Source: an optimization exercise on an open RTL-to-GDS flow (aim: small area). Production flows keep margins and buffers that such runs may drop. Where RTL was checked, it was by simulation tests only, not by an equivalence proof against the original. For run 1, only the layout was checked, not whether the RTL still works. No activity file was given, so power comes from the tool's default toggle rates.

## flow/design.v (module list and top-level ports; edited modules follow where they fit)
// module filter: 457 lines
// module bmac: 435 lines
// module fa: 4 lines
// module ha: 4 lines
module filter(
input                       clk,                          
input                       rst,                          
input                       fclk,                         
input[15:0]                rd_left_data,
input[15:0]                rd_right_data,
output[31:0]               tx_left_data,
output[31:0]               tx_right_data,
input[3:0]                 gain_one,
input[3:0]                 gain_two,
input[3:0]                 gain_thr,
input[3:0]                 gain_fou,
input[3:0]                 gain_fiv,
input[3:0]                 gain_six,
input[3:0]                 gain_sev
    );
  // ...
==> flow/flow/run.sh <==
#!/bin/bash
# Own layout flow: the standard ORFS flow (standard.sh, which runs the
# standard synthesis unchanged), with these changes to how the layout is made:
#  - the buffers that synthesis (abc) inserted are removed at floorplan
#    (REMOVE_ABC_BUFFERS), and every cell is swapped to the smallest cell of its
#    family (flow/downsize.tcl); placement's repair_design then re-buffers and
#    re-sizes where slew, capacitance or fanout need it;
#  - ports are buffered with the smallest buffer cell;
#  - clock tree synthesis uses clkbuf_4 with larger sink clusters and no dummy loads.
# ORFS keeps each step's full log in orfs/logs/; this script's output goes to run.log.
set -euo pipefail
exec > >(tee -a run.log) 2>&1
here=$(pwd)
export REMOVE_ABC_BUFFERS=1
export POST_FLOORPLAN_TCL="$here/flow/post_floorplan.tcl"
export BUFFER_PORTS_ARGS="-buffer_cell sky130_fd_sc_hd__buf_1"
export CTS_ARGS="-sink_clustering_enable -repair_clock_nets -dont_use_dummy_load -buf_list sky130_fd_sc_hd__clkbuf_4 -sink_clustering_size 10 -sink_clustering_max_diameter 40"
bash standard.sh
==> flow/flow/downsize.tcl <==
# Swap every standard cell to the smallest cell of its family (same function, same
# footprint name in the library), then let repair_design fix slew/cap/fanout.
proc my_downsize {} {
  set fam {}
  foreach lc [get_lib_cells sky130_fd_sc_hd__*] {
    set n [get_name $lc]
    if {![regexp {^(sky130_fd_sc_hd__[a-z0-9]+)_([0-9]+)$} $n -> base drv]} { continue }
    if {[get_property $lc dont_use]} { continue }
    set a [get_property $lc area]
    if {![dict exists $fam $base] || $a < [lindex [dict get $fam $base] 1]} { dict set fam $base [list $n $a] }
  }
  set cnt 0; set saved 0.0
  foreach inst [get_cells *] {
    set m [get_property $inst ref_name]
    if {![regexp {^(sky130_fd_sc_hd__[a-z0-9]+)_([0-9]+)$} $m -> base drv]} { continue }
    if {[string match "*tap*" $base] || [string match "*clkbuf*" $base] || [string match "*clkinv*" $base] || [string match "*conb*" $base]} { continue }
    if {![dict exists $fam $base]} { continue }
    lassign [dict get $fam $base] small sa
    if {$small ne $m} {
      set oa [get_property [get_lib_cells */$m] area]
      if {$sa < $oa} {
        replace_cell $inst $small
        incr cnt; set saved [expr $saved + $oa - $sa]
      }
    }
  }
  puts "my_downsize: swapped $cnt cells, saved $saved um2"
}
==> flow/flow/post_floorplan.tcl <==
# Sourced by ORFS at the end of the floorplan step (POST_FLOORPLAN_TCL).
source [file join [file dirname [info script]] downsize.tcl]
my_downsize
==> flow/standard.sh <==
#!/bin/bash
# synth_recipe.tcl (not shown) runs the flow's synth.tcl, then flattens the netlist and writes it again
# the make line also repeats each setting of config.mk as NAME=value (left out here)
make -C /OpenROAD-flow-scripts/flow DESIGN_CONFIG=/design/flow/config.mk WORK_HOME=/design/flow/orfs CLKGATE_MAP_FILE= SYNTH_SCRIPT=/design/flow/synth_recipe.tcl "${@:-finish}"
==> flow/config.mk <==
export PLATFORM = sky130hd
export DESIGN_NAME = filter
export DESIGN_NICKNAME = filter
export VERILOG_FILES = /design/flow/design.v
export SDC_FILE = /design/flow/constraint.sdc
export NUM_CORES = 4
export LEC_CHECK = 0
export CAP_MARGIN = 10
export CORE_MARGIN = 2
export CORE_UTILIZATION = 55
export PLACE_DENSITY = 0.65
export SLEW_MARGIN = 10
export SYNTH_HIERARCHICAL = 1
==> flow/constraint.sdc <==
create_clock -name core_clock -period 100.0 [get_ports {clk}]
set_input_delay 20.0000 -clock core_clock [delete_from_list [all_inputs] [get_ports {clk}]]
set_output_delay 20.0000 -clock core_clock [all_outputs]
set_load 0.01 [all_outputs]
==> notes.md, run 1 <==
clkbuf count 202; Worst EP arrival 29860 ps; most frequent cells in the layout dfxtp_1, fa_1, xnor2_1, a22oi_1, clkbuf_4; M3 GR Usage 4.65%; Non-clock buffers between 150 and 200; WS Path Type input port to flip-flop; multi-input combinational cell area roughly 19000 sq um; Die Ht roughly 320 um; Post-synth EDFFs 36; Tightest Pin Transition roughly 1200 ps; ys flop type dfxtp_1; area leader, netlist dfxtp_1; CP required approximately 100000 ps; number of synthesized register bits 1607; Buffers on Ports 122; # H-tree levels 4; most instantiated cells after synthesis dfxtp_1, fa_1, xnor2_1; Placement Setup Slack approximately 70000 ps; Final Core Density 56.1%; most common cell after layout, fill and taps aside dfxtp_1; critical path's most frequent cell fa_1; Leak 22.6 nW; Routed met2 length a little over 50000 um; Final Power 1.13 mW; relative slew slack 17.9%; Max Fanout on Critical Path 13; post-CTS setup buffers 0; largest net degree at the start of global routing 78; skew final 157 ps; io pins ~130; Post-route DRC 0; Seq/Total Area, Yosys 58.5%; Yosys top cell area share 56.6%; Tcrit/Tclk final about 29%; CTS max path bufs 3; run status complete, no violations; WL/cell ~20 um; Worst Setup SP gain_six[1]; Seq pwr share about 62%
==> module filter, before the edit <==
module filter(
input                       clk,                          
input                       rst,                          
input                       fclk,                         
input[15:0]                rd_left_data,
input[15:0]                rd_right_data,
output[31:0]               tx_left_data,
output[31:0]               tx_right_data,
input[3:0]                 gain_one,
input[3:0]                 gain_two,
input[3:0]                 gain_thr,
input[3:0]                 gain_fou,
input[3:0]                 gain_fiv,
input[3:0]                 gain_six,
input[3:0]                 gain_sev
    );
integer i;
wire [15:0] in_l = rd_left_data;
wire [15:0] in_r = rd_right_data;
wire strobe = fclk & ~rst;
reg  [4:0] ph;           
reg        pend;         
reg        busy;         
reg  [2:0] band;         
reg        fin;          
reg        xact;         
reg        dval;         
wire ph0  = (ph == 5'd0);
wire ph21 = (ph == 5'd21);
wire start = (strobe | pend) & ph21;
wire lastpass = busy & (band == 3'd5) & ph21;
always @(posedge clk)
  if (rst) begin
    ph <= 5'd0; pend <= 1'b0; busy <= 1'b0; band <= 3'd0; fin <= 1'b0; xact <= 1'b0; dval <= 1'b0;
  end else begin
    ph <= ph21 ? 5'd0 : ph + 5'd1;
    pend <= (pend | strobe) & ~start;
    fin <= lastpass;
    if (start) begin
      busy <= 1'b1; band <= 3'd0;
    end else if (busy & ph21) begin
      band <= band + 3'd1;
      if (band == 3'd5) busy <= 1'b0;
    end
    if (lastpass) xact <= 1'b1;
    else if (ph21) xact <= 1'b0;
    if (dload) dval <= 1'b1;
    else if (ph == 5'd17) dval <= 1'b0;
  end
wire a_splice = xact;
wire b_bypass = lastpass | (xact & (ph <= 5'd19));
wire b_insert = xact & (ph == 5'd20);
wire dload = (busy & ph0 & (band != 3'd0)) | fin;
wire dstep = (ph >= 5'd1) & (ph <= 5'd12);
wire dcorr = dval & (ph == 5'd13);
reg  [3:0] gdiv;         
always @(*)
  case (band)
    3'd1: gdiv = gain_one;
    3'd2: gdiv = gain_thr;
    3'd3: gdiv = gain_fou;
    3'd4: gdiv = gain_fiv;
    3'd5: gdiv = gain_six;
    default: gdiv = gain_sev;
  endcase
wire gbit = dval & (((ph == 5'd14) & gdiv[0]) | ((ph == 5'd15) & gdiv[1]) |
                    ((ph == 5'd16) & gdiv[2]) | ((ph == 5'd17) & gdiv[3]));
wire [14:0] gmask = {ph == 5'd17, ph >= 5'd16, ph >= 5'd15, 12'hfff};
reg  [14:0] coef;         
always @(*)
  casez ({band, ph})
    8'b00000000: coef = {1'b0, 14'sd0};
    8'b00000001: coef = {1'b0, 14'sd0};
    8'b00000010: coef = {1'b0, 14'sd1};
    8'b00000011: coef = {1'b0, 14'sd2};
    8'b00000100: coef = {1'b0, 14'sd3};
    8'b00000101: coef = {1'b0, 14'sd5};
    8'b00000110: coef = {1'b0, 14'sd9};
    8'b00000111: coef = {1'b0, 14'sd13};
    8'b00001000: coef = {1'b0, 14'sd19};
    8'b00001001: coef = {1'b0, 14'sd27};
    8'b00001010: coef = {1'b0, 14'sd36};
    8'b00001011: coef = {1'b0, 14'sd47};
    8'b00001100: coef = {1'b0, 14'sd59};
    8'b00001101: coef = {1'b0, 14'sd73};
    8'b00001110: coef = {1'b0, 14'sd87};
    8'b00001111: coef = {1'b0, 14'sd100};
    8'b0001?000: coef = {1'b0, 14'sd120};
    8'b0001?001: coef = {1'b0, 14'sd130};
    8'b0001?010: coef = {1'b0, 14'sd140};
    8'b0001?011: coef = {1'b0, 14'sd150};
    8'b0001?100: coef = {1'b0, 14'sd160};
    8'b0001?101: coef = {1'b0, 14'sd170};
    8'b00100000: coef = {1'b0, 14'sd0};
    8'b00100001: coef = {1'b0, 14'sd2};
    8'b00100010: coef = {1'b0, 14'sd4};
    8'b00100011: coef = {1'b0, 14'sd10};
    8'b00100100: coef = {1'b0, 14'sd19};
    8'b00100101: coef = {1'b0, 14'sd35};
    8'b00100110: coef = {1'b0, 14'sd58};
    8'b00100111: coef = {1'b0, 14'sd92};
    8'b00101000: coef = {1'b0, 14'sd140};
    8'b00101001: coef = {1'b0, 14'sd200};
    8'b00101010: coef = {1'b0, 14'sd270};
    8'b00101011: coef = {1'b0, 14'sd360};
    8'b00101100: coef = {1'b0, 14'sd470};
    8'b00101101: coef = {1'b0, 14'sd590};
    8'b00101110: coef = {1'b0, 14'sd710};
    8'b00101111: coef = {1'b0, 14'sd850};
    8'b0011?000: coef = {1'b0, 14'sd980};
    8'b0011?001: coef = {1'b0, 14'sd1110};
    8'b0011?010: coef = {1'b0, 14'sd1230};
    8'b0011?011: coef = {1'b0, 14'sd1320};
    8'b0011?100: coef = {1'b0, 14'sd1400};
    8'b0011?101: coef = {1'b0, 14'sd1440};
    8'b01000000: coef = {1'b0, -14'sd1};
    8'b01000001: coef = {1'b0, -14'sd4};
    8'b01000010: coef = {1'b0, -14'sd14};
    8'b01000011: coef = {1'b0, -14'sd32};
    8'b01000100: coef = {1'b0, -14'sd65};
    8'b01000101: coef = {1'b0, -14'sd110};
    8'b01000110: coef = {1'b0, -14'sd180};
    8'b01000111: coef = {1'b0, -14'sd260};
    8'b01001000: coef = {1'b0, -14'sd340};
    8'b01001001: coef = {1'b0, -14'sd400};
    8'b01001010: coef = {1'b0, -14'sd410};
    8'b01001011: coef = {1'b0, -14'sd330};
    8'b01001100: coef = {1'b0, -14'sd120};
    8'b01001101: coef = {1'b0, 14'sd230};
    8'b01001110: coef = {1'b0, 14'sd760};
    8'b01001111: coef = {1'b0, 14'sd1460};
    8'b0101?000: coef = {1'b0, 14'sd2290};
    8'b0101?001: coef = {1'b0, 14'sd3200};
    8'b0101?010: coef = {1'b0, 14'sd4130};
    8'b0101?011: coef = {1'b0, 14'sd4970};
    8'b0101?100: coef = {1'b0, 14'sd5650};
    8'b0101?101: coef = {1'b0, 14'sd6100};
    8'b01100000: coef = {1'b0, 14'sd1};
    8'b01100001: coef = {1'b0, 14'sd4};
    8'b01100010: coef = {1'b0, 14'sd10};
    8'b01100011: coef = {1'b0, 14'sd14};
    8'b01100100: coef = {1'b0, 14'sd10};
    8'b01100101: coef = {1'b0, -14'sd2};
    8'b01100110: coef = {1'b0, 14'sd0};
    8'b01100111: coef = {1'b0, 14'sd55};
    8'b01101000: coef = {1'b0, 14'sd200};
    8'b01101001: coef = {1'b0, 14'sd420};
    8'b01101010: coef = {1'b0, 14'sd580};
    8'b01101011: coef = {1'b0, 14'sd440};
    8'b01101100: coef = {1'b0, -14'sd270};
    8'b01101101: coef = {1'b0, -14'sd1680};
    8'b01101110: coef = {1'b0, -14'sd3600};
    8'b01101111: coef = {1'b0, -14'sd5440};
    8'b0111?000: coef = {1'b0, -14'sd6320};
    8'b0111?001: coef = {1'b0, -14'sd5450};
    8'b0111?010: coef = {1'b0, -14'sd2490};
    8'b0111?011: coef = {1'b0, 14'sd2110};
    8'b0111?100: coef = {1'b0, 14'sd7130};
    8'b0111?101: coef = {1'b1, 14'sd5515};
    8'b1?000000: coef = {1'b0, -14'sd1};
    8'b1?000001: coef = {1'b0, -14'sd2};
    8'b1?000010: coef = {1'b0, 14'sd3};
    8'b1?000011: coef = {1'b0, 14'sd17};
    8'b1?000100: coef = {1'b0, 14'sd24};
    8'b1?000101: coef = {1'b0, 14'sd8};
    8'b1?000110: coef = {1'b0, 14'sd0};
    8'b1?000111: coef = {1'b0, 14'sd65};
    8'b1?001000: coef = {1'b0, 14'sd160};
    8'b1?001001: coef = {1'b0, 14'sd29};
    8'b1?001010: coef = {1'b0, -14'sd580};
    8'b1?001011: coef = {1'b0, -14'sd1350};
    8'b1?001100: coef = {1'b0, -14'sd1270};
    8'b1?001101: coef = {1'b0, 14'sd590};
    8'b1?001110: coef = {1'b0, 14'sd3600};
    8'b1?001111: coef = {1'b0, 14'sd5160};
    8'b1?01?000: coef = {1'b0, 14'sd2620};
    8'b1?01?001: coef = {1'b0, -14'sd3650};
    8'b1?01?010: coef = {1'b1, -14'sd4640};
    8'b1?01?011: coef = {1'b1, -14'sd4485};
    8'b1?01?100: coef = {1'b0, -14'sd1530};
    8'b1?01?101: coef = {1'b0, 14'sd8110};
    8'b1?100000: coef = {1'b0, 14'sd0};
    8'b1?100001: coef = {1'b0, 14'sd2};
    8'b1?100010: coef = {1'b0, 14'sd0};
    8'b1?100011: coef = {1'b0, -14'sd19};
    8'b1?100100: coef = {1'b0, -14'sd34};
    8'b1?100101: coef = {1'b0, 14'sd37};
    8'b1?100110: coef = {1'b0, 14'sd180};
    8'b1?100111: coef = {1'b0, 14'sd120};
    8'b1?101000: coef = {1'b0, -14'sd360};
    8'b1?101001: coef = {1'b0, -14'sd730};
    8'b1?101010: coef = {1'b0, 14'sd0};
    8'b1?101011: coef = {1'b0, 14'sd1500};
    8'b1?101100: coef = {1'b0, 14'sd1550};
    8'b1?101101: coef = {1'b0, -14'sd1090};
    8'b1?101110: coef = {1'b0, -14'sd3600};
    8'b1?101111: coef = {1'b0, -14'sd1690};
    8'b1?11?000: coef = {1'b0, 14'sd3700};
    8'b1?11?001: coef = {1'b0, 14'sd5590};
    8'b1?11?010: coef = {1'b0, 14'sd0};
    8'b1?11?011: coef = {1'b0, -14'sd6870};
    8'b1?11?100: coef = {1'b0, -14'sd5600};
    8'b1?11?101: coef = {1'b0, 14'sd3150};
    default: coef = 15'bx;    
  endcase
wire dbl = coef[14];
wire [6:0] one, two, neg;
assign one[0] = coef[0] ^ 1'b0;
assign two[0] = (coef[1] & ~coef[0] & ~1'b0) | (~coef[1] & coef[0] & 1'b0);
assign neg[0] = coef[1];
assign one[1] = coef[2] ^ coef[1];
assign two[1] = (coef[3] & ~coef[2] & ~coef[1]) | (~coef[3] & coef[2] & coef[1]);
assign neg[1] = coef[3];
assign one[2] = coef[4] ^ coef[3];
assign two[2] = (coef[5] & ~coef[4] & ~coef[3]) | (~coef[5] & coef[4] & coef[3]);
assign neg[2] = coef[5];
assign one[3] = coef[6] ^ coef[5];
assign two[3] = (coef[7] & ~coef[6] & ~coef[5]) | (~coef[7] & coef[6] & coef[5]);
assign neg[3] = coef[7];
assign one[4] = coef[8] ^ coef[7];
assign two[4] = (coef[9] & ~coef[8] & ~coef[7]) | (~coef[9] & coef[8] & coef[7]);
assign neg[4] = coef[9];
assign one[5] = coef[10] ^ coef[9];
assign two[5] = (coef[11] & ~coef[10] & ~coef[9]) | (~coef[11] & coef[10] & coef[9]);
assign neg[5] = coef[11];
assign one[6] = coef[12] ^ coef[11];
assign two[6] = (coef[13] & ~coef[12] & ~coef[11]) | (~coef[13] & coef[12] & coef[11]);
assign neg[6] = coef[13];
reg  [15:0] ra_l [0:21];    
reg  [15:0] rb_l [0:21];    
reg  [15:0] y_l;            
always @(posedge clk) begin
  for (i = 1; i < 22; i = i + 1) begin
    ra_l[i] <= ra_l[i-1];
    rb_l[i] <= rb_l[i-1];
  end
  ra_l[0] <= a_splice ? y_l : ra_l[21];
  rb_l[0] <= b_insert ? ra_l[20] : (b_bypass ? rb_l[20] : rb_l[21]);
  if (strobe)        y_l <= in_l;
  else if (a_splice) y_l <= ra_l[21];
end
wire [15:0] av_l = (ph == 5'd0) ? y_l : ra_l[0];
wire [15:0] bv_l = rb_l[0];
wire pa_l_s0, pa_l_c0;
fa pa_l_fa0 (.a(av_l[0]), .b(bv_l[0]), .c(1'b0), .s(pa_l_s0), .co(pa_l_c0));
wire pa_l_s1, pa_l_c1;
fa pa_l_fa1 (.a(av_l[1]), .b(bv_l[1]), .c(pa_l_c0), .s(pa_l_s1), .co(pa_l_c1));
wire pa_l_s2, pa_l_c2;
fa pa_l_fa2 (.a(av_l[2]), .b(bv_l[2]), .c(pa_l_c1), .s(pa_l_s2), .co(pa_l_c2));
wire pa_l_s3, pa_l_c3;
fa pa_l_fa3 (.a(av_l[3]), .b(bv_l[3]), .c(pa_l_c2), .s(pa_l_s3), .co(pa_l_c3));
wire pa_l_s4, pa_l_c4;
fa pa_l_fa4 (.a(av_l[4]), .b(bv_l[4]), .c(pa_l_c3), .s(pa_l_s4), .co(pa_l_c4));
wire pa_l_s5, pa_l_c5;
fa pa_l_fa5 (.a(av_l[5]), .b(bv_l[5]), .c(pa_l_c4), .s(pa_l_s5), .co(pa_l_c5));
wire pa_l_s6, pa_l_c6;
fa pa_l_fa6 (.a(av_l[6]), .b(bv_l[6]), .c(pa_l_c5), .s(pa_l_s6), .co(pa_l_c6));
wire pa_l_s7, pa_l_c7;
fa pa_l_fa7 (.a(av_l[7]), .b(bv_l[7]), .c(pa_l_c6), .s(pa_l_s7), .co(pa_l_c7));
wire pa_l_s8, pa_l_c8;
fa pa_l_fa8 (.a(av_l[8]), .b(bv_l[8]), .c(pa_l_c7), .s(pa_l_s8), .co(pa_l_c8));
wire pa_l_s9, pa_l_c9;
fa pa_l_fa9 (.a(av_l[9]), .b(bv_l[9]), .c(pa_l_c8), .s(pa_l_s9), .co(pa_l_c9));
wire pa_l_s10, pa_l_c10;
fa pa_l_fa10 (.a(av_l[10]), .b(bv_l[10]), .c(pa_l_c9), .s(pa_l_s10), .co(pa_l_c10));
wire pa_l_s11, pa_l_c11;
fa pa_l_fa11 (.a(av_l[11]), .b(bv_l[11]), .c(pa_l_c10), .s(pa_l_s11), .co(pa_l_c11));
wire pa_l_s12, pa_l_c12;
fa pa_l_fa12 (.a(av_l[12]), .b(bv_l[12]), .c(pa_l_c11), .s(pa_l_s12), .co(pa_l_c12));
wire pa_l_s13, pa_l_c13;
fa pa_l_fa13 (.a(av_l[13]), .b(bv_l[13]), .c(pa_l_c12), .s(pa_l_s13), .co(pa_l_c13));
wire pa_l_s14, pa_l_c14;
fa pa_l_fa14 (.a(av_l[14]), .b(bv_l[14]), .c(pa_l_c13), .s(pa_l_s14), .co(pa_l_c14));
wire pa_l_s15, pa_l_c15;
fa pa_l_fa15 (.a(av_l[15]), .b(bv_l[15]), .c(pa_l_c14), .s(pa_l_s15), .co(pa_l_c15));
wire [16:0] p_l = {av_l[15] ^ bv_l[15] ^ pa_l_c15, pa_l_s15, pa_l_s14, pa_l_s13, pa_l_s12, pa_l_s11, pa_l_s10, pa_l_s9, pa_l_s8, pa_l_s7, pa_l_s6, pa_l_s5, pa_l_s4, pa_l_s3, pa_l_s2, pa_l_s1, pa_l_s0};
wire [17:0] pd_l = dbl ? {p_l, 1'b0} : {p_l[16], p_l};
reg  [31:0] acc_l;
wire [31:0] sum_l;
bmac m_l (.p(pd_l), .one(one), .two(two), .neg(neg), .acc((ph == 5'd0) ? 32'd2865233920 : acc_l), .sum(sum_l));
always @(posedge clk) acc_l <= sum_l;
reg         sg_l;     
reg         z_l;      
reg  [11:0] rr_l;     
reg  [11:0] nq_l;     
wire [12:0] tt_l = {rr_l, nq_l[11] ^ (sg_l & dstep)};
wire [12:0] td_l = tt_l + 13'd5067;    
wire        ge_l = dstep & (tt_l >= 13'd3125);
wire [11:0] ld_l = acc_l[31:20] ^ {12{acc_l[31]}};
always @(posedge clk) begin
  if (dload) begin
    sg_l <= acc_l[31];
    z_l  <= acc_l[31] & (acc_l[7:0] == 8'd0);
  end
  rr_l <= dload ? ld_l : (ge_l ? td_l[11:0] : tt_l[11:0]);
  nq_l <= dload ? acc_l[19:8] : {nq_l[10:0], ge_l};
end
wire        corr_l = dcorr & z_l & (rr_l == 12'd3124);
wire [14:0] win_l = {rr_l[3:0], nq_l[11:1]} & gmask;
wire [14:0] ad_l = corr_l ? {11'd0, gdiv} : (gbit ? win_l : 15'd0);
wire        sx_l = sg_l & (dcorr | gbit);
reg  [18:0] o_l;
wire oa_l_s0, oa_l_c0;
fa oa_l_fa0 (.a(o_l[0]), .b((ad_l[0] ^ sx_l)), .c(sx_l), .s(oa_l_s0), .co(oa_l_c0));
wire oa_l_s1, oa_l_c1;
fa oa_l_fa1 (.a(o_l[1]), .b((ad_l[1] ^ sx_l)), .c(oa_l_c0), .s(oa_l_s1), .co(oa_l_c1));
wire oa_l_s2, oa_l_c2;
fa oa_l_fa2 (.a(o_l[2]), .b((ad_l[2] ^ sx_l)), .c(oa_l_c1), .s(oa_l_s2), .co(oa_l_c2));
wire oa_l_s3, oa_l_c3;
fa oa_l_fa3 (.a(o_l[3]), .b((ad_l[3] ^ sx_l)), .c(oa_l_c2), .s(oa_l_s3), .co(oa_l_c3));
wire oa_l_s4, oa_l_c4;
fa oa_l_fa4 (.a(o_l[4]), .b((ad_l[4] ^ sx_l)), .c(oa_l_c3), .s(oa_l_s4), .co(oa_l_c4));
wire oa_l_s5, oa_l_c5;
fa oa_l_fa5 (.a(o_l[5]), .b((ad_l[5] ^ sx_l)), .c(oa_l_c4), .s(oa_l_s5), .co(oa_l_c5));
wire oa_l_s6, oa_l_c6;
fa oa_l_fa6 (.a(o_l[6]), .b((ad_l[6] ^ sx_l)), .c(oa_l_c5), .s(oa_l_s6), .co(oa_l_c6));
wire oa_l_s7, oa_l_c7;
fa oa_l_fa7 (.a(o_l[7]), .b((ad_l[7] ^ sx_l)), .c(oa_l_c6), .s(oa_l_s7), .co(oa_l_c7));
wire oa_l_s8, oa_l_c8;
fa oa_l_fa8 (.a(o_l[8]), .b((ad_l[8] ^ sx_l)), .c(oa_l_c7), .s(oa_l_s8), .co(oa_l_c8));
wire oa_l_s9, oa_l_c9;
fa oa_l_fa9 (.a(o_l[9]), .b((ad_l[9] ^ sx_l)), .c(oa_l_c8), .s(oa_l_s9), .co(oa_l_c9));
wire oa_l_s10, oa_l_c10;
fa oa_l_fa10 (.a(o_l[10]), .b((ad_l[10] ^ sx_l)), .c(oa_l_c9), .s(oa_l_s10), .co(oa_l_c10));
wire oa_l_s11, oa_l_c11;
fa oa_l_fa11 (.a(o_l[11]), .b((ad_l[11] ^ sx_l)), .c(oa_l_c10), .s(oa_l_s11), .co(oa_l_c11));
wire oa_l_s12, oa_l_c12;
fa oa_l_fa12 (.a(o_l[12]), .b((ad_l[12] ^ sx_l)), .c(oa_l_c11), .s(oa_l_s12), .co(oa_l_c12));
wire oa_l_s13, oa_l_c13;
fa oa_l_fa13 (.a(o_l[13]), .b((ad_l[13] ^ sx_l)), .c(oa_l_c12), .s(oa_l_s13), .co(oa_l_c13));
wire oa_l_s14, oa_l_c14;
fa oa_l_fa14 (.a(o_l[14]), .b((ad_l[14] ^ sx_l)), .c(oa_l_c13), .s(oa_l_s14), .co(oa_l_c14));
wire oa_l_s15, oa_l_c15;
fa oa_l_fa15 (.a(o_l[15]), .b(sx_l), .c(oa_l_c14), .s(oa_l_s15), .co(oa_l_c15));
wire oa_l_s16, oa_l_c16;
fa oa_l_fa16 (.a(o_l[16]), .b(sx_l), .c(oa_l_c15), .s(oa_l_s16), .co(oa_l_c16));
wire oa_l_s17, oa_l_c17;
fa oa_l_fa17 (.a(o_l[17]), .b(sx_l), .c(oa_l_c16), .s(oa_l_s17), .co(oa_l_c17));
wire oa_l_s18, oa_l_c18;
fa oa_l_fa18 (.a(o_l[18]), .b(sx_l), .c(oa_l_c17), .s(oa_l_s18), .co(oa_l_c18));
always @(posedge clk) o_l <= strobe ? 19'd0 : {oa_l_s18, oa_l_s17, oa_l_s16, oa_l_s15, oa_l_s14, oa_l_s13, oa_l_s12, oa_l_s11, oa_l_s10, oa_l_s9, oa_l_s8, oa_l_s7, oa_l_s6, oa_l_s5, oa_l_s4, oa_l_s3, oa_l_s2, oa_l_s1, oa_l_s0};
reg  [15:0] ra_r [0:21];    
reg  [15:0] rb_r [0:21];    
reg  [15:0] y_r;            
always @(posedge clk) begin
  for (i = 1; i < 22; i = i + 1) begin
    ra_r[i] <= ra_r[i-1];
    rb_r[i] <= rb_r[i-1];
  end
  ra_r[0] <= a_splice ? y_r : ra_r[21];
  rb_r[0] <= b_insert ? ra_r[20] : (b_bypass ? rb_r[20] : rb_r[21]);
  if (strobe)        y_r <= in_r;
  else if (a_splice) y_r <= ra_r[21];
end
wire [15:0] av_r = (ph == 5'd0) ? y_r : ra_r[0];
wire [15:0] bv_r = rb_r[0];
wire pa_r_s0, pa_r_c0;
fa pa_r_fa0 (.a(av_r[0]), .b(bv_r[0]), .c(1'b0), .s(pa_r_s0), .co(pa_r_c0));
wire pa_r_s1, pa_r_c1;
fa pa_r_fa1 (.a(av_r[1]), .b(bv_r[1]), .c(pa_r_c0), .s(pa_r_s1), .co(pa_r_c1));
wire pa_r_s2, pa_r_c2;
fa pa_r_fa2 (.a(av_r[2]), .b(bv_r[2]), .c(pa_r_c1), .s(pa_r_s2), .co(pa_r_c2));
wire pa_r_s3, pa_r_c3;
fa pa_r_fa3 (.a(av_r[3]), .b(bv_r[3]), .c(pa_r_c2), .s(pa_r_s3), .co(pa_r_c3));
wire pa_r_s4, pa_r_c4;
fa pa_r_fa4 (.a(av_r[4]), .b(bv_r[4]), .c(pa_r_c3), .s(pa_r_s4), .co(pa_r_c4));
wire pa_r_s5, pa_r_c5;
fa pa_r_fa5 (.a(av_r[5]), .b(bv_r[5]), .c(pa_r_c4), .s(pa_r_s5), .co(pa_r_c5));
wire pa_r_s6, pa_r_c6;
fa pa_r_fa6 (.a(av_r[6]), .b(bv_r[6]), .c(pa_r_c5), .s(pa_r_s6), .co(pa_r_c6));
wire pa_r_s7, pa_r_c7;
fa pa_r_fa7 (.a(av_r[7]), .b(bv_r[7]), .c(pa_r_c6), .s(pa_r_s7), .co(pa_r_c7));
wire pa_r_s8, pa_r_c8;
fa pa_r_fa8 (.a(av_r[8]), .b(bv_r[8]), .c(pa_r_c7), .s(pa_r_s8), .co(pa_r_c8));
wire pa_r_s9, pa_r_c9;
fa pa_r_fa9 (.a(av_r[9]), .b(bv_r[9]), .c(pa_r_c8), .s(pa_r_s9), .co(pa_r_c9));
wire pa_r_s10, pa_r_c10;
fa pa_r_fa10 (.a(av_r[10]), .b(bv_r[10]), .c(pa_r_c9), .s(pa_r_s10), .co(pa_r_c10));
wire pa_r_s11, pa_r_c11;
fa pa_r_fa11 (.a(av_r[11]), .b(bv_r[11]), .c(pa_r_c10), .s(pa_r_s11), .co(pa_r_c11));
wire pa_r_s12, pa_r_c12;
fa pa_r_fa12 (.a(av_r[12]), .b(bv_r[12]), .c(pa_r_c11), .s(pa_r_s12), .co(pa_r_c12));
wire pa_r_s13, pa_r_c13;
fa pa_r_fa13 (.a(av_r[13]), .b(bv_r[13]), .c(pa_r_c12), .s(pa_r_s13), .co(pa_r_c13));
wire pa_r_s14, pa_r_c14;
fa pa_r_fa14 (.a(av_r[14]), .b(bv_r[14]), .c(pa_r_c13), .s(pa_r_s14), .co(pa_r_c14));
wire pa_r_s15, pa_r_c15;
fa pa_r_fa15 (.a(av_r[15]), .b(bv_r[15]), .c(pa_r_c14), .s(pa_r_s15), .co(pa_r_c15));
wire [16:0] p_r = {av_r[15] ^ bv_r[15] ^ pa_r_c15, pa_r_s15, pa_r_s14, pa_r_s13, pa_r_s12, pa_r_s11, pa_r_s10, pa_r_s9, pa_r_s8, pa_r_s7, pa_r_s6, pa_r_s5, pa_r_s4, pa_r_s3, pa_r_s2, pa_r_s1, pa_r_s0};
wire [17:0] pd_r = dbl ? {p_r, 1'b0} : {p_r[16], p_r};
reg  [31:0] acc_r;
wire [31:0] sum_r;
bmac m_r (.p(pd_r), .one(one), .two(two), .neg(neg), .acc((ph == 5'd0) ? 32'd2865233920 : acc_r), .sum(sum_r));
always @(posedge clk) acc_r <= sum_r;
reg         sg_r;     
reg         z_r;      
reg  [11:0] rr_r;     
reg  [11:0] nq_r;     
wire [12:0] tt_r = {rr_r, nq_r[11] ^ (sg_r & dstep)};
wire [12:0] td_r = tt_r + 13'd5067;    
wire        ge_r = dstep & (tt_r >= 13'd3125);
wire [11:0] ld_r = acc_r[31:20] ^ {12{acc_r[31]}};
always @(posedge clk) begin
  if (dload) begin
    sg_r <= acc_r[31];
    z_r  <= acc_r[31] & (acc_r[7:0] == 8'd0);
  end
  rr_r <= dload ? ld_r : (ge_r ? td_r[11:0] : tt_r[11:0]);
  nq_r <= dload ? acc_r[19:8] : {nq_r[10:0], ge_r};
end
wire        corr_r = dcorr & z_r & (rr_r == 12'd3124);
wire [14:0] win_r = {rr_r[3:0], nq_r[11:1]} & gmask;
wire [14:0] ad_r = corr_r ? {11'd0, gdiv} : (gbit ? win_r : 15'd0);
wire        sx_r = sg_r & (dcorr | gbit);
reg  [18:0] o_r;
wire oa_r_s0, oa_r_c0;
fa oa_r_fa0 (.a(o_r[0]), .b((ad_r[0] ^ sx_r)), .c(sx_r), .s(oa_r_s0), .co(oa_r_c0));
wire oa_r_s1, oa_r_c1;
fa oa_r_fa1 (.a(o_r[1]), .b((ad_r[1] ^ sx_r)), .c(oa_r_c0), .s(oa_r_s1), .co(oa_r_c1));
wire oa_r_s2, oa_r_c2;
fa oa_r_fa2 (.a(o_r[2]), .b((ad_r[2] ^ sx_r)), .c(oa_r_c1), .s(oa_r_s2), .co(oa_r_c2));
wire oa_r_s3, oa_r_c3;
fa oa_r_fa3 (.a(o_r[3]), .b((ad_r[3] ^ sx_r)), .c(oa_r_c2), .s(oa_r_s3), .co(oa_r_c3));
wire oa_r_s4, oa_r_c4;
fa oa_r_fa4 (.a(o_r[4]), .b((ad_r[4] ^ sx_r)), .c(oa_r_c3), .s(oa_r_s4), .co(oa_r_c4));
wire oa_r_s5, oa_r_c5;
fa oa_r_fa5 (.a(o_r[5]), .b((ad_r[5] ^ sx_r)), .c(oa_r_c4), .s(oa_r_s5), .co(oa_r_c5));
wire oa_r_s6, oa_r_c6;
fa oa_r_fa6 (.a(o_r[6]), .b((ad_r[6] ^ sx_r)), .c(oa_r_c5), .s(oa_r_s6), .co(oa_r_c6));
wire oa_r_s7, oa_r_c7;
fa oa_r_fa7 (.a(o_r[7]), .b((ad_r[7] ^ sx_r)), .c(oa_r_c6), .s(oa_r_s7), .co(oa_r_c7));
wire oa_r_s8, oa_r_c8;
fa oa_r_fa8 (.a(o_r[8]), .b((ad_r[8] ^ sx_r)), .c(oa_r_c7), .s(oa_r_s8), .co(oa_r_c8));
wire oa_r_s9, oa_r_c9;
fa oa_r_fa9 (.a(o_r[9]), .b((ad_r[9] ^ sx_r)), .c(oa_r_c8), .s(oa_r_s9), .co(oa_r_c9));
wire oa_r_s10, oa_r_c10;
fa oa_r_fa10 (.a(o_r[10]), .b((ad_r[10] ^ sx_r)), .c(oa_r_c9), .s(oa_r_s10), .co(oa_r_c10));
wire oa_r_s11, oa_r_c11;
fa oa_r_fa11 (.a(o_r[11]), .b((ad_r[11] ^ sx_r)), .c(oa_r_c10), .s(oa_r_s11), .co(oa_r_c11));
wire oa_r_s12, oa_r_c12;
fa oa_r_fa12 (.a(o_r[12]), .b((ad_r[12] ^ sx_r)), .c(oa_r_c11), .s(oa_r_s12), .co(oa_r_c12));
wire oa_r_s13, oa_r_c13;
fa oa_r_fa13 (.a(o_r[13]), .b((ad_r[13] ^ sx_r)), .c(oa_r_c12), .s(oa_r_s13), .co(oa_r_c13));
wire oa_r_s14, oa_r_c14;
fa oa_r_fa14 (.a(o_r[14]), .b((ad_r[14] ^ sx_r)), .c(oa_r_c13), .s(oa_r_s14), .co(oa_r_c14));
wire oa_r_s15, oa_r_c15;
fa oa_r_fa15 (.a(o_r[15]), .b(sx_r), .c(oa_r_c14), .s(oa_r_s15), .co(oa_r_c15));
wire oa_r_s16, oa_r_c16;
fa oa_r_fa16 (.a(o_r[16]), .b(sx_r), .c(oa_r_c15), .s(oa_r_s16), .co(oa_r_c16));
wire oa_r_s17, oa_r_c17;
fa oa_r_fa17 (.a(o_r[17]), .b(sx_r), .c(oa_r_c16), .s(oa_r_s17), .co(oa_r_c17));
wire oa_r_s18, oa_r_c18;
fa oa_r_fa18 (.a(o_r[18]), .b(sx_r), .c(oa_r_c17), .s(oa_r_s18), .co(oa_r_c18));
always @(posedge clk) o_r <= strobe ? 19'd0 : {oa_r_s18, oa_r_s17, oa_r_s16, oa_r_s15, oa_r_s14, oa_r_s13, oa_r_s12, oa_r_s11, oa_r_s10, oa_r_s9, oa_r_s8, oa_r_s7, oa_r_s6, oa_r_s5, oa_r_s4, oa_r_s3, oa_r_s2, oa_r_s1, oa_r_s0};
assign tx_left_data  = {{13{o_l[18]}}, o_l};
assign tx_right_data = {{13{o_r[18]}}, o_r};
endmodule
==> inputs of run 2 (changes only) <==
--- a/flow/design.v
+++ b/flow/design.v
@@ -201,7 +201,7 @@
     8'b1?11?011: coef = {1'b0, -14'sd6870};
     8'b1?11?100: coef = {1'b0, -14'sd5600};
     8'b1?11?101: coef = {1'b0, 14'sd3150};
-    default: coef = 15'bx;    
+    default: coef = 15'd0;
   endcase
 wire dbl = coef[14];
 wire [6:0] one, two, neg;
==> notes.md, run 2 <==
run status complete, no violations; Tot GR Track Use between 20% and 30%; Area Overhead vs Synth 0.989%; DR vias/cell 5.31; Layout Nets 4458; CP startpoint kind input port; DR vias 28300; Netlist cell types between 80 and 90; Seq pwr share 62.6% (+1.0 points); Root Driver clkbuf_4; CP endpoint kind flip-flop; Synth Instances 3952; skew final 160 ps (+3.16 ps); Post-Synth Simple-Gate Area 5.66%; cell area power density ~20 nW/um^2; # H-tree levels 4 (unchanged); Die Footprint between 100000 and 150000 sq um; Tightest Pin Transition 1180 ps (-50.6 ps); Non-Filler Instances 5320; Rows 116; post_cts resized 0; DPL Wire Length around 68000 um; Detailed Route WL 105000 um; Syn Area/Cell 13.9 sq um; Gate power share approximately an eighth; core area 99600 sq um; min Tclk post-route 28860 ps; gr ovfl total 0; asr flop ratio synth 0%; setup_tns 0 ps; Seq/Total Area, Yosys 59.1% (+0.61 points); Leak 22.5 nW (-0.64%); die width about 320 um; Synth Cell Area 55000 sq um; P_int 818 uW; Clock Pin Slew Worst Setup and Hold Paths 100 ps; vias in the first global route approximately 30000; Post-Synth Adder-Cell Area 13.3%; Setup-failing EPs final 0; post-CTS setup buffers 0 (unchanged); Clk pwr share 25.0%; most common cell after layout, fill and taps aside dfxtp_1; critical path's most frequent cell fa_1; number of synthesized register bits 1607 (unchanged); ys flop type dfxtp_1; Synth Area in Compound Gates 8.67%; WS Path Type input port to flip-flop; most instantiated cells after synthesis dfxtp_1, fa_1, xnor2_1; Post-route DRC 0 (unchanged); most frequent cells in the layout dfxtp_1, fa_1, xnor2_1, a22oi_1, clkbuf_4; largest net degree at the start of global routing 57 (-27%); initial antenna violation count 2; most common cell in the netlist dfxtp_1; hold buffers post-CTS 0; clk latency of the worst-skew pair 1120 ps; Hold Vio Cnt, Final 0; GP Congestion 0.896; Synth Area in XOR/XNOR 5.13%; worst hold margin 158 ps; Hold WC Path Type flip-flop to flip-flop; post-synthesis mux area share 3.61%; Yosys top cell area share 57.2% (+0.59 points); Inserted Clock Buffers 200; max-cap violation count 0; Synth area leaders dfxtp_1, fa_1, a22oi_2; WL/cell 19.8 um (-3.7%); Worst EP arrival 29800 ps (-60 ps); Tcrit/Tclk final 28.9% (-0.098 points); Max Fanout on Critical Path 36 (+23); Buffers on Ports 122 (unchanged); iteration-0 DRC count of the detailed router roughly 1900; Clock Sinks 1607; Crit-path slowest cell fa_1; area leader, netlist dfxtp_1; relative slew slack 20.7% (+2.8 points); slowest stage delay, CP about 460 ps; layout cell share with drive strength beyond 1 a little over a tenth; Pins Over Slew Limit 0; CP required 100940 ps (+40 ps); P_sw roughly 280 uW; Initial Utilization 55.3%; RSZ-0062 raised after global routing no; Peak supply drop 0.0140 mV; Net Sw Frac 25.8%; Die Ht 320 um (-0.51%); Syn. warnings 11; first-pass GRT wire length 169000 um; Final ANT Viol Nets 0; largest family of logic cells by synthesized area adder cells; CTS max path bufs 3 (unchanged); CTS tree built; io pins 127 (unchanged); Max Clk Rate 34.6 MHz; Post-synth EDFFs 36 (unchanged); DP Cell Count 5114; drt pass-1 iters 5; r2r setup slk 72450 ps
## run 2: changes by cell type after synthesis, moves of 8 or more
cell / previous run / this run
nand4_1: 7 / 16
nand4b_1: 11 / 1
xnor2_1: 276 / 265
nor2b_1: 67 / 57
a22oi_1: 8 / 0
o211ai_1: 14 / 6
nor2_1: 84 / 92
o21ai_1: 15 / 48
or4_1: 18 / 5
nand2_1: 188 / 178
o21ai_0: 70 / 59
o22ai_1: 16 / 27
nor4_1: 22 / 12
## run 2: worst paths after layout
kind                                    from  depth (start not counted)            to
worst min-delay path            rb_r[14][10]                          0  rb_r[15][10]
worst min register to register  rb_r[14][10]                          0  rb_r[15][10]
worst max register to register       band[0]                         66     acc_l[31]
worst max-delay path             gain_six[3]                         30       o_l[18]
## run 2: stage by stage
step	cell area [sq um]	power, mW	setup WS [ps]	util [%]
after detailed placement	54100	0.843	70030	54.3
after floorplan	52700	0.801	70110	-
final	55600	1.10	71140	55.8
after CTS	55600	1.12	71250	55.8
after global placement	54100	0.839	70220	54.3
after global routing	55600	1.17	70910	55.8
## run 2: cells by family after synthesis
logic type | after synthesis
buf+inv | 344
xor+xnor | 322
mux | 182
other cells | 1
flops | 1607
fa+ha+maj | 377
compound gates | 526
simple gates | 593
## run 2: area by class of cell
cell class | count | area, sq um
inverter | 32 | 120
clock buffer | 200 | 1500
multi-input combinational | 2002 | 18900
tap | 1298 | 1620
fill | 8360 | 44000
antenna | 6 | 15.0
sequential | 1607 | 32500
timing repair buffer | 175 | 868
## run 2: per-module statistics from Yosys (local to each module, per instance)
| module | times used | flip-flops and latches | cell area, sq um |
|---|---|---|---|
| fa | 348 | 0 | 20.0 |
| bmac | 2 | 0 | 3570 |
| filter | 1 | 1607 | 40700 |
| ha | 14 | 0 | 12.5 |
## run 2: critical path: cells and delay by family
kind	cells	cell delay (ps)
AND/OR/NAND/NOR	1	150
adder cells (fa/ha/maj)	19	7590
AO/OA/AOI/OAI	6	1250
buffers and inverters	4	780
## run 2: per-layer routing
metal  GRT usage (%)  wire length (um)  vias up
li1                -                 -    13200
met1            29.2             47700    14000
met2            32.8             47900      866
met3            4.10              5780      230
met4            9.66              4120        0
met5               0                 0        -
## run 2: power groups by stage
stage | logic (mW) | clock network [mW] | registers (mW)
final | 0.136 | 0.275 | 0.690
after CTS | 0.139 | 0.291 | 0.690
after global routing | 0.158 | 0.318 | 0.694
after detailed placement | 0.138 | 0 | 0.705
after floorplan | 0.104 | 0 | 0.697
after global placement | 0.135 | 0 | 0.705
==> inputs of run 3 (changes only) <==
--- a/flow/flow/run.sh
+++ b/flow/flow/run.sh
@@ -14,5 +14,5 @@
 export REMOVE_ABC_BUFFERS=1
 export POST_FLOORPLAN_TCL="$here/flow/post_floorplan.tcl"
 export BUFFER_PORTS_ARGS="-buffer_cell sky130_fd_sc_hd__buf_1"
-export CTS_ARGS="-sink_clustering_enable -repair_clock_nets -dont_use_dummy_load -buf_list sky130_fd_sc_hd__clkbuf_4 -sink_clustering_size 10 -sink_clustering_max_diameter 40"
+export CTS_ARGS="-sink_clustering_enable -repair_clock_nets -dont_use_dummy_load -buf_list sky130_fd_sc_hd__clkbuf_4 -sink_clustering_size 11 -sink_clustering_max_diameter 50"
 bash standard.sh
--- a/flow/config.mk
+++ b/flow/config.mk
@@ -5,9 +5,9 @@
 export SDC_FILE = /design/flow/constraint.sdc
 export NUM_CORES = 4
 export LEC_CHECK = 0
-export CAP_MARGIN = 10
+export CAP_MARGIN = 0
 export CORE_MARGIN = 2
 export CORE_UTILIZATION = 55
 export PLACE_DENSITY = 0.65
-export SLEW_MARGIN = 10
+export SLEW_MARGIN = 0
 export SYNTH_HIERARCHICAL = 1
==> notes.md, run 3 <==
run status complete, no violations; Inserted Clock Buffers 176 (-12%); Area Overhead vs Synth 0.671%; drt pass-1 iters 6 (+1); Post-synth EDFFs 36 (unchanged); io pins 127 (unchanged); largest net degree at the start of global routing 57 (unchanged); Synth area leaders dfxtp_1, fa_1, a22oi_2; gr ovfl total 0 (unchanged); Netlist cell types 86 (unchanged); DR vias/cell 5.32 (+0.24%); Buf/Inv on CP 4 (unchanged); Peak supply drop 0.0133 mV (-4.7%); worst hold margin 227 ps (+68.6 ps); Root Driver clkbuf_4; Synth Instances 3952 (unchanged); Die Footprint 103000 sq um (unchanged); Detailed Route WL 106000 um (about the same); critical path's most frequent cell fa_1; Setup-failing EPs final 0 (unchanged); most instantiated cells after synthesis dfxtp_1, fa_1, xnor2_1; Placed Area 54100 sq um (unchanged); iteration-0 DRC count of the detailed router 1917 (+0.21%); most frequent cells in the layout dfxtp_1, fa_1, xnor2_1, a22oi_1, nand2_1; Max Clk Rate 34.7 MHz (+0.15%); Final ANT Viol Nets 0 (unchanged); relative slew slack 21.9% (+1.2 points); slowest stage delay, CP 460 ps (about the same); Final Power 1.09 mW (-1.1%); Clock Sinks 1607 (unchanged); Die Ht 320 um (unchanged); die width 320 um (unchanged); area leader, netlist dfxtp_1; Pins Over Slew Limit 0 (unchanged); number of synthesized register bits 1607 (unchanged); initial antenna violation count 2 (unchanged); clk latency of the worst-skew pair 1140 ps (+20 ps); Synth Cell Area 55000 sq um (unchanged); asr flop ratio synth 0% (unchanged); Top Family by Delay on Critical Path adder cells; Rows 116 (unchanged); Seq/Total Area, Yosys 59.1% (unchanged); Initial Utilization 55.3% (unchanged); skew final 151 ps (-8.33 ps); WS Path Type input port to flip-flop; most common cell in the netlist dfxtp_1; RSZ-0062 raised after global routing no; Layout Nets 4434 (-0.54%); first-pass GRT wire length 169000 um (-0.21%); Fill cells 8368 (+0.096%); Yosys top cell area share 57.2% (unchanged); WL/cell 19.9 um (+0.48%); DP Cell Count 5114 (unchanged); Clock Pin Slew Worst Setup and Hold Paths 110 ps (about the same); CTS max path bufs 3 (unchanged); Hold Vio Cnt, Final 0 (unchanged); Non-Filler Instances 5298 (-0.41%); post_cts resized 0 (unchanged); ys flop type dfxtp_1; GP Congestion 0.896 (unchanged); multi-input combinational cell area 18900 sq um (unchanged); layout cell share with drive strength beyond 1 10.2% (-0.54 points); hold buffers post-CTS 0 (unchanged); Syn. warnings 11 (unchanged); CTS tree built; Syn Area/Cell 13.9 sq um (unchanged); Hold WC Path Type flip-flop to flip-flop; Tcrit/Tclk final 28.8% (-0.043 points); Finished Cell Area 55400 sq um (-0.32%); Leak 22.4 nW (-0.49%); CP endpoint kind flip-flop; Sequential cell area 32500 sq um (unchanged); Post-route DRC 0 (unchanged); DR vias 28200 (-0.17%); DPL Wire Length 67700 um (unchanged); Tightest Pin Transition 1170 ps (-9.52 ps); Buffers on Ports 122 (unchanged); cell area power density 19.7 nW/um^2 (-0.78%); Max Fanout on Critical Path 36 (unchanged); Worst EP arrival 29800 ps (about the same); CP required 100980 ps (+40 ps); core area 99600 sq um (unchanged); setup_tns 0 ps (unchanged); vias in the first global route 29500 (-0.54%); Crit-path slowest cell fa_1; CP startpoint kind input port; Tot GR Track Use 21.2% (-0.035 points); max-cap violation count 0 (unchanged); post-CTS setup buffers 0 (unchanged); most common cell after layout, fill and taps aside dfxtp_1; min Tclk post-route 28820 ps (-42.9 ps); # H-tree levels 4 (unchanged)
[run 3: cell counts after synthesis]
Identical to the previous run, type by type.
[run 3: final timing paths]
| kind | slack, ps | cells after the start | from | to |
|---|---|---|---|---|
| max reg2reg | 72400 | 66 | band[0] | acc_l[31] |
| min | 230 | 0 | ra_l[1][2] | ra_l[2][2] |
| max | 71180 | 30 | gain_six[3] | o_l[18] |
| min reg2reg | 230 | 0 | ra_l[1][2] | ra_l[2][2] |
[run 3: per-module statistics from Yosys (local to each module, per instance)]
module  cells inside  flops+latches  times used  cell area (sq um)
ha                 1              0          14               12.5
bmac             358              0           2               3570
filter          2874           1607           1              40700
fa                 1              0         348               20.0
[run 3: area by class of cell]
| type | instances | area share, % |
|---|---|---|
| repair buffers | 175 | 1.57 |
| inverters | 32 | 0.217 |
| well taps | 1298 | 2.93 |
| clock buffers | 176 | 2.39 |
| diodes | 8 | 0.0361 |
| flip-flops and latches | 1607 | 58.7 |
| multi-input cells | 2002 | 34.1 |
[run 3: logic make-up (layout without fill, tap and decap cells)]
family                     count (synthesis)  count (layout)  share of synthesized area [%]
AOI/OAI and AO/OA                        526             526                           8.67
xor gates and xnor gates                 322             322                           5.13
adders and majority gates                377             377                           13.3
buffers and inverters                    344             383                           4.49
DFF                                     1607            1607                           59.1
muxes                                    182             182                           3.61
other                                      1              10                        0.00682
and+or+nand+nor                          593             593                           5.66
[run 3: per-stage QoR]
stage	setup WS [ps]	utilization [%]
floorplan	70110	-
global placement	70220	54.3
detailed placement	70030	54.3
CTS	71270	55.6
global route	70970	55.6
finish	71180	55.6
[run 3: where the power goes]
| part | switching (mW) | leakage [nW] | total, mW | internal [mW] |
|---|---|---|---|---|
| logic | 0.0789 | 8.51 | 0.136 | 0.0575 |
| registers | 0.0215 | 13.1 | 0.691 | 0.669 |
| clock network | 0.182 | 0.810 | 0.263 | 0.0810 |
[run 3: per-layer routing]
layer | up-vias | wire (um) | track usage (%)
met2 | 874 | 48200 | 32.9
met1 | 14000 | 47400 | 29.3
li1 | 13100 | - | -
met4 | 0 | 3960 | 9.61
met5 | - | 0 | 0
met3 | 239 | 5990 | 3.67
[run 3: worst reg2reg max path, delay by kind of cell (launching register included)]
family	cells	cell delay, ps
buffers and inverters	4	1200
XOR/XNOR	2	460
adder cells (fa/ha/maj)	54	22740
AO/OA/AOI/OAI	1	250
flip-flops	1	770
AND/OR/NAND/NOR	5	2030
==> inputs of run 4 (changes only) <==
--- a/flow/design.v
+++ b/flow/design.v
@@ -23,7 +23,7 @@
 reg        busy;         
 reg  [2:0] band;         
 reg        fin;          
-reg        xact;         
+reg  [1:0] xl;           
 reg        dval;         
 wire ph0  = (ph == 5'd0);
 wire ph21 = (ph == 5'd21);
@@ -31,9 +31,9 @@
 wire lastpass = busy & (band == 3'd5) & ph21;
 always @(posedge clk)
   if (rst) begin
-    ph <= 5'd0; pend <= 1'b0; busy <= 1'b0; band <= 3'd0; fin <= 1'b0; xact <= 1'b0; dval <= 1'b0;
+    ph <= 5'd0; pend <= 1'b0; busy <= 1'b0; band <= 3'd0; fin <= 1'b0; xl <= 2'd0; dval <= 1'b0;
   end else begin
-    ph <= ph21 ? 5'd0 : ph + 5'd1;
+    if (~(xl == 2'd3)) ph <= ph21 ? 5'd0 : ph + 5'd1;
     pend <= (pend | strobe) & ~start;
     fin <= lastpass;
     if (start) begin
@@ -42,14 +42,14 @@
       band <= band + 3'd1;
       if (band == 3'd5) busy <= 1'b0;
     end
-    if (lastpass) xact <= 1'b1;
-    else if (ph21) xact <= 1'b0;
+    if (lastpass) xl <= 2'd1;
+    else if ((xl != 2'd0) & ph21) xl <= xl + 2'd1;
+    else if ((xl == 2'd3) & ph0) xl <= 2'd0;
     if (dload) dval <= 1'b1;
     else if (ph == 5'd17) dval <= 1'b0;
   end
-wire a_splice = xact;
-wire b_bypass = lastpass | (xact & (ph <= 5'd19));
-wire b_insert = xact & (ph == 5'd20);
+wire a_splice = (xl != 2'd0);
+wire b_insert = lastpass;
 wire dload = (busy & ph0 & (band != 3'd0)) | fin;
 wire dstep = (ph >= 5'd1) & (ph <= 5'd12);
 wire dcorr = dval & (ph == 5'd13);
@@ -235,7 +235,7 @@
     rb_l[i] <= rb_l[i-1];
   end
   ra_l[0] <= a_splice ? y_l : ra_l[21];
-  rb_l[0] <= b_insert ? ra_l[20] : (b_bypass ? rb_l[20] : rb_l[21]);
+  rb_l[0] <= b_insert ? ra_l[21] : rb_l[21];
   if (strobe)        y_l <= in_l;
   else if (a_splice) y_l <= ra_l[21];
 end
@@ -348,7 +348,7 @@
     rb_r[i] <= rb_r[i-1];
   end
   ra_r[0] <= a_splice ? y_r : ra_r[21];
-  rb_r[0] <= b_insert ? ra_r[20] : (b_bypass ? rb_r[20] : rb_r[21]);
+  rb_r[0] <= b_insert ? ra_r[21] : rb_r[21];
   if (strobe)        y_r <= in_r;
   else if (a_splice) y_r <= ra_r[21];
 end
==> notes.md, run 4 <==
Max Fanout on Critical Path 45 (+25%); Tightest Pin Transition 1200 ps (+32.5 ps); GP Congestion 0.928 (+3.6%); Synth area leaders dfxtp_1, fa_1, a22oi_2; Final ANT Viol Nets 0 (unchanged); io pins 127 (unchanged); initial antenna violation count 2 (unchanged); Root Driver clkbuf_4; Placement Setup Slack 70110 ps (+76.6 ps); Layout Nets 4485 (+1.2%); Rows 116 (unchanged); CTS tree built; clk latency of the worst-skew pair 1080 ps (-60 ps); most instantiated cells after synthesis dfxtp_1, fa_1, xnor2_1; Hold WC Path Type flip-flop to flip-flop; hold buffers post-CTS 0 (unchanged); Syn. warnings 11 (unchanged); Synth Instances 4023 (+1.8%); Post-route DRC 0 (unchanged); CP startpoint kind input port; slowest stage delay, CP 470 ps (about the same); most frequent cells in the layout dfxtp_1, fa_1, xnor2_1, nand2_1, a22oi_1; min Tclk post-route 28880 ps (+62.8 ps); skew final 106 ps (-45.5 ps); most common cell in the netlist dfxtp_1; critical path's most frequent cell fa_1; iteration-0 DRC count of the detailed router 2131 (+11%); Tcrit/Tclk final 28.9% (+0.063 points); Inserted Clock Buffers 173 (-1.7%); Clock Sinks 1608 (+0.062%); Pins Over Slew Limit 0 (unchanged); Clock Pin Slew Worst Setup and Hold Paths 110 ps (about the same); # H-tree levels 4 (unchanged); run status complete, no violations; first-pass GRT wire length 170000 um (+0.77%); Worst EP arrival 29820 ps (+20 ps); post_cts resized 0 (unchanged); cell area power density 19.8 nW/um^2 (+0.71%); Syn Area/Cell 13.8 sq um (-1.1%); Buffers on Ports 122 (unchanged); post-CTS setup buffers 0 (unchanged); Tot GR Track Use 21.4% (+0.20 points); number of synthesized register bits 1608 (+0.062%); drt pass-1 iters 5 (-1); Seq/Total Area, Yosys 58.8% (-0.36 points); most common cell after layout, fill and taps aside dfxtp_1; Initial Utilization 55.4% (+0.13 points); CTS max path bufs 3 (unchanged); area leader, netlist dfxtp_1; ys flop type dfxtp_1; DPL Wire Length 67900 um (+0.25%); Netlist cell types 97 (+13%); RSZ-0062 raised after global routing no; Final WS setup 71120 ps (-62.8 ps); Leak 22.3 nW (-0.28%); die width 321 um (+0.33%); Setup-failing EPs final 0 (unchanged); max-cap violation count 0 (unchanged); DR vias/cell 5.34 (+0.31%); largest net degree at the start of global routing 72 (+26%); Crit-path slowest cell fa_1; relative slew slack 18.9% (-3.0 points); Die Ht 321 um (+0.33%); layout cell share with drive strength beyond 1 9.95% (-0.30 points); Max Clk Rate 34.6 MHz (-0.22%); Die Footprint 103000 sq um (+0.67%); WS Path Type input port to flip-flop; Peak supply drop 0.0138 mV (+3.6%); Hold Vio Cnt, Final 0 (unchanged); Buf/Inv on CP 2 (-2); setup_tns 0 ps (unchanged); Yosys top cell area share 56.8% (-0.35 points); gr ovfl total 0 (unchanged); Detailed Route WL 107000 um (+1.4%); Top Family by Delay on Critical Path adder cells; asr flop ratio synth 0% (unchanged); Synth Cell Area 55400 sq um (+0.68%); CP required 100940 ps (-40 ps); vias in the first global route 29700 (+0.62%); WL/cell 20.0 um (+0.50%); DR vias 28600 (+1.2%); Area Overhead vs Synth 0.373%; CP endpoint kind flip-flop; Post-synth EDFFs 36 (unchanged); core area 100000 sq um (+0.44%)
==> run 4: changes by cell type after synthesis, sizes merged, moves of 14 or more <==
cell | previous run | this run
mux2i | 54 | 15
nand2 | 179 | 258
o21ai | 109 | 87
nor2 | 92 | 73
nand3 | 44 | 25
clkbuf | 67 | 87
and2 | 45 | 59
a22o | 5 | 19
==> run 4: worst reg2reg max path, delay by kind of cell (launching register included) <==
| family | cells | cell delay [ps] |
|---|---|---|
| AO/OA/AOI/OAI | 1 | 260 |
| XOR/XNOR | 2 | 460 |
| adder cells (fa/ha/maj) | 54 | 22620 |
| buffers and inverters | 5 | 1390 |
| flip-flops | 1 | 310 |
| AND/OR/NAND/NOR | 5 | 2500 |
==> run 4: layer usage <==
layer,vias to the layer above,track usage [%],wire [um]
li1,13300,-,-
met1,14000,30.0,48800
met2,914,31.7,46900
met3,261,4.12,6400
met4,0,11.3,5020
met5,-,0,0
==> run 4: where the power goes <==
group / total, mW / switching, mW / leakage, nW / internal [mW]
clock: 0.260 / 0.180 / 0.796 / 0.0797
sequential: 0.699 / 0.0268 / 13.1 / 0.672
combinational: 0.144 / 0.0826 / 8.46 / 0.0614
total: 1.10 / 0.289 / 22.3 / 0.813
==> run 4: path summary, 6_finish.rpt <==
kind | from | to | slack (ps) | cells after the start
setup / recovery | gain_fou[2] | o_r[18] | 71120 | 29
hold / removal | rb_l[20][8] | rb_l[21][8] | 250 | 0
setup reg to reg | band[2] | acc_l[31] | 72380 | 67
hold reg to reg | rb_l[20][8] | rb_l[21][8] | 250 | 0
==> run 4: cell families after synthesis <==
family,share of synthesized area [%]
fa+ha+maj,13.3
flops,58.8
xor+xnor,4.96
simple gates,6.32
buf+inv,4.62
other cells,0.00677
compound gates,9.18
mux,2.90
==> run 4: final cells by class <==
class | count | area [sq um]
clock buffers | 173 | 1300
multi-input cells | 2059 | 19200
fillers | 8349 | 44400
repair buffers | 174 | 848
well taps | 1298 | 1620
diodes | 7 | 17.5
flip-flops and latches | 1608 | 32600
inverters | 28 | 105
==> run 4: through the flow <==
| stage | instances | utilization (%) | instance area [sq um] | total power [mW] | hold slack (ps) |
|---|---|---|---|---|---|
| finish | 5347 | 55.6 | 55600 | 1.10 | 253 |
| global route | 5346 | 55.6 | 55600 | 1.17 | 246 |
| detailed placement | 5167 | 54.3 | 54300 | 0.859 | 312 |
| CTS | 5340 | 55.6 | 55600 | 1.12 | 243 |
| global placement | 5167 | 54.3 | 54300 | 0.855 | 310 |
| floorplan | 3695 | - | 52900 | 0.813 | 310 |
==> run 4: per-module statistics from Yosys, one instance, submodules excluded <==
module  cell area, sq um  flops+latches  times used
fa                  20.0              0         348
ha                  12.5              0          14
bmac                3570              0           2
filter             41100           1608           1
==> inputs of run 5 (changes only) <==
--- a/flow/flow/run.sh
+++ b/flow/flow/run.sh
@@ -14,5 +14,5 @@
 export REMOVE_ABC_BUFFERS=1
 export POST_FLOORPLAN_TCL="$here/flow/post_floorplan.tcl"
 export BUFFER_PORTS_ARGS="-buffer_cell sky130_fd_sc_hd__buf_1"
-export CTS_ARGS="-sink_clustering_enable -repair_clock_nets -dont_use_dummy_load -buf_list sky130_fd_sc_hd__clkbuf_4 -sink_clustering_size 11 -sink_clustering_max_diameter 50"
+export CTS_ARGS="-sink_clustering_enable -repair_clock_nets -dont_use_dummy_load -buf_list sky130_fd_sc_hd__clkbuf_4 -sink_clustering_size 10 -sink_clustering_max_diameter 40"
 bash standard.sh
--- a/flow/config.mk
+++ b/flow/config.mk
@@ -5,9 +5,9 @@
 export SDC_FILE = /design/flow/constraint.sdc
 export NUM_CORES = 4
 export LEC_CHECK = 0
-export CAP_MARGIN = 0
+export CAP_MARGIN = 10
 export CORE_MARGIN = 2
 export CORE_UTILIZATION = 55
 export PLACE_DENSITY = 0.65
-export SLEW_MARGIN = 0
+export SLEW_MARGIN = 10
 export SYNTH_HIERARCHICAL = 1
==> notes.md, run 5 <==
run status complete, no violations; grt met2 use 31.6% (-0.043 points); Final ANT Viol Nets 0 (unchanged); slowest stage delay, CP 460 ps (about the same); Synth Area in Compound Gates 9.18% (unchanged); Setup-failing EPs final 0 (unchanged); Pins Over Slew Limit 0 (unchanged); post-synthesis mux area share 2.90% (unchanged); Synth Area in XOR/XNOR 4.96% (unchanged); Peak supply drop 0.0172 mV (+25%); gr ovfl total 0 (unchanged); Tcrit/Tclk final 28.8% (-0.066 points); Post-Synth Adder-Cell Area 13.3% (unchanged); iteration-0 DRC count of the detailed router 2134 (+0.14%); M3 GR Usage 4.02% (-0.094 points); Die Footprint 103000 sq um (unchanged); Hold Startpoint rb_r[8][3]; r2r setup slk 72290 ps (-90 ps); Max Clk Rate 34.7 MHz (+0.23%); RSZ-0062 raised after global routing no; Worst EP arrival 29840 ps (+20 ps); Worst R2R Start band[2]; post_cts resized 0 (unchanged); Crit-path slowest cell fa_1; Tightest Pin Transition 1170 ps (-35.8 ps); drt pass-1 iters 6 (+1); DR vias/cell 5.35 (+0.12%); initial antenna violation count 2 (unchanged); most common cell in the netlist dfxtp_1; DPL Wire Length 67900 um (unchanged); area leader, netlist dfxtp_1; CTS max path bufs 3 (unchanged); die width 321 um (unchanged); # H-tree levels 4 (unchanged); cell area power density 20.0 nW/um^2 (+0.84%); Hold EP rb_r[9][3]; Netlist cell types 97 (unchanged); asr flop ratio synth 0% (unchanged); multi-input combinational cell area 19200 sq um (unchanged); FF-to-FF path depth 67 (unchanged); Max Fanout on Critical Path 45 (unchanged); ys flop type dfxtp_1; Detailed Route WL 107000 um (+0.15%); max-cap violation count 0 (unchanged); Synth area leaders dfxtp_1, fa_1, a22oi_2; largest net degree at the start of global routing 72 (unchanged); Syn Area/Cell 13.8 sq um (unchanged); WL/cell 20.0 um (-0.24%); CTS tree built; Layout Nets 4505 (+0.45%); Buf/Inv on CP 2 (unchanged); Syn. warnings 11 (unchanged); Clock Sinks 1608 (unchanged); Post-Synth Simple-Gate Area 6.32% (unchanged); Most Crowded Layer GR met2; Fill cells 8284 (-0.78%); Initial Utilization 55.4% (unchanged); CP required 101020 ps (+80 ps); hold path cells 0 (unchanged); Post-synth EDFFs 36 (unchanged); Hold Vio Cnt, Final 0 (unchanged); Area Overhead vs Synth 0.648%; WS Path Type input port to flip-flop; Final Power 1.11 mW (+1.1%); Tot GR Track Use 21.4% (about the same); post-CTS setup buffers 0 (unchanged); CP startpoint kind input port; GP Congestion 0.928 (unchanged); number of synthesized register bits 1608 (unchanged); vias in the first global route 29800 (+0.53%); clk latency of the worst-skew pair 1100 ps (+20 ps); critical path's most frequent cell fa_1; Synth Cell Area 55400 sq um (unchanged); Inserted Clock Buffers 193 (+12%); Die Ht 321 um (unchanged); relative slew slack 21.3% (+2.4 points); Root Driver clkbuf_4; Top Family by Delay on Critical Path adder cells; Sequential cell area 32600 sq um (unchanged); first-pass GRT wire length 170000 um (+0.16%); setup_tns 0 ps (unchanged); largest family of logic cells by synthesized area adder cells; skew final 131 ps (+25.5 ps); Synth Instances 4023 (unchanged); Hold WC Path Type flip-flop to flip-flop; Rows 116 (unchanged); CP endpoint kind flip-flop; Buffers on Ports 122 (unchanged); hold buffers post-CTS 0 (unchanged); Seq/Total Area, Yosys 58.8% (unchanged); core area 100000 sq um (unchanged); io pins 127 (unchanged); layout cell share with drive strength beyond 1 10.4% (+0.44 points); Yosys top cell area share 56.8% (unchanged); most instantiated cells after synthesis dfxtp_1, fa_1, xnor2_1; min Tclk post-route 28820 ps (-65.8 ps); worst hold margin 261 ps (+8.20 ps); DR vias 28700 (+0.51%); met1 usage 30.1% (+0.14 points); Leak 22.4 nW (+0.41%); Clock Pin Slew Worst Setup and Hold Paths 100 ps (about the same); Post-route DRC 0 (unchanged); most common cell after layout, fill and taps aside dfxtp_1; reg2reg end acc_r[31]; most frequent cells in the layout dfxtp_1, fa_1, xnor2_1, nand2_1, a22oi_1
run 5: changes by cell type in the layout (fill, tap and decap cells not counted):
| cell | previous run | this run |
|---|---|---|
| clkbuf_4 | 173 | 193 |
| diode_2 | 7 | 8 |
run 5: routing by layer:
layer	vias up	wire (um)
met4	0	4880
li1	13400	-
met3	267	5940
met1	14200	49400
met2	874	47000
met5	-	0
run 5: metrics by stage:
stage	area [sq um]	worst slack [ps]	cells	utilization, %
2_1_floorplan	52900	70020	3695	-
3_3_place_gp	54300	70150	5167	54.3
3_5_place_dp	54300	70110	5167	54.3
4_1_cts	55700	71370	5360	55.7
5_1_grt	55800	70770	5366	55.8
6_report	55800	71180	5368	55.8
run 5: logic make-up (layout without fill, tap and decap cells):
logic type | count (synthesis) | count (layout)
AOI/OAI and AO/OA | 551 | 551
xor gates and xnor gates | 314 | 314
adders and majority gates | 378 | 378
buffers and inverters | 357 | 395
DFF | 1608 | 1608
muxes | 144 | 144
other | 1 | 10
and+or+nand+nor | 670 | 670
run 5: area by class of cell:
| type | count | area share (%) |
|---|---|---|
| Sequential cell | 1608 | 58.4 |
| Multi-Input combinational cell | 2059 | 34.4 |
| Antenna cell | 8 | 0.0359 |
| Timing Repair Buffer | 174 | 1.52 |
| Inverter | 28 | 0.188 |
| Clock buffer | 193 | 2.60 |
| Tap cell | 1298 | 2.91 |
run 5: power by group:
group / switching [mW] / internal (mW) / total [mW]
registers: 0.0268 / 0.672 / 0.698
clock network: 0.184 / 0.0884 / 0.272
logic: 0.0827 / 0.0614 / 0.144
total: 0.293 / 0.821 / 1.11
run 5: how the worst max path moves through the flow:
stage | startpoint | endpoint | cells after the start
finish | gain_six[1] | o_r[18] | 29
global route | gain_six[1] | o_r[18] | 29
CTS | gain_fou[2] | o_r[18] | 29
detailed placement | gain_fou[2] | o_r[18] | 29
global placement | gain_six[1] | o_r[18] | 29
floorplan | gain_fou[2] | o_r[18] | 27
run 5: modules after synthesis (local to each module, per instance):
| module | copies in the design | cell area [sq um] |
|---|---|---|
| bmac | 2 | 3570 |
| ha | 14 | 12.5 |
| filter | 1 | 41100 |
| fa | 348 | 20.0 |
run 5: worst register-to-register path, delay by kind of cell (launching register included):
kind | cells | cell delay [ps]
XOR/XNOR | 2 | 460
AND/OR/NAND/NOR | 5 | 2530
buffers and inverters | 5 | 1390
flip-flops | 1 | 310
adder cells (fa/ha/maj) | 54 | 22580
AO/OA/AOI/OAI | 1 | 270

==> separate check: timing with driven ports <==
The results above use ideal ports. As a check the final layouts listed here were re-extracted and re-timed, cells and wires unchanged. Step 1 assumes that a clkbuf_16 drives the clock port and a buf_2 every other input. Step 2, shift: input delay + t, output delay - t, t = (earliest + latest rising clock arrival at the registers) / 2. This alone moves slack from input paths to output paths. Slacks: ideal ports / drivers / drivers and shift; pairs: ideal ports / drivers.
run	t, ns	setup slack, ns	latest minus earliest clock arrival (ns)
run 1	1.073	71.039 / 71.085 / 70.011	0.157 / 0.157
run 2	1.103	71.137 / 71.178 / 70.074	0.165 / 0.165
run 3	1.134	71.180 / 71.227 / 70.094	0.160 / 0.159
run 4	1.084	71.117 / 71.158 / 70.074	0.106 / 0.106
run 5	1.107	71.183 / 71.221 / 70.113	0.149 / 0.149
After both steps every run listed still meets setup and hold. The setup slack of run 3, which loses most, moves by +0.047 ns with the drivers and by -1.086 ns with both steps.
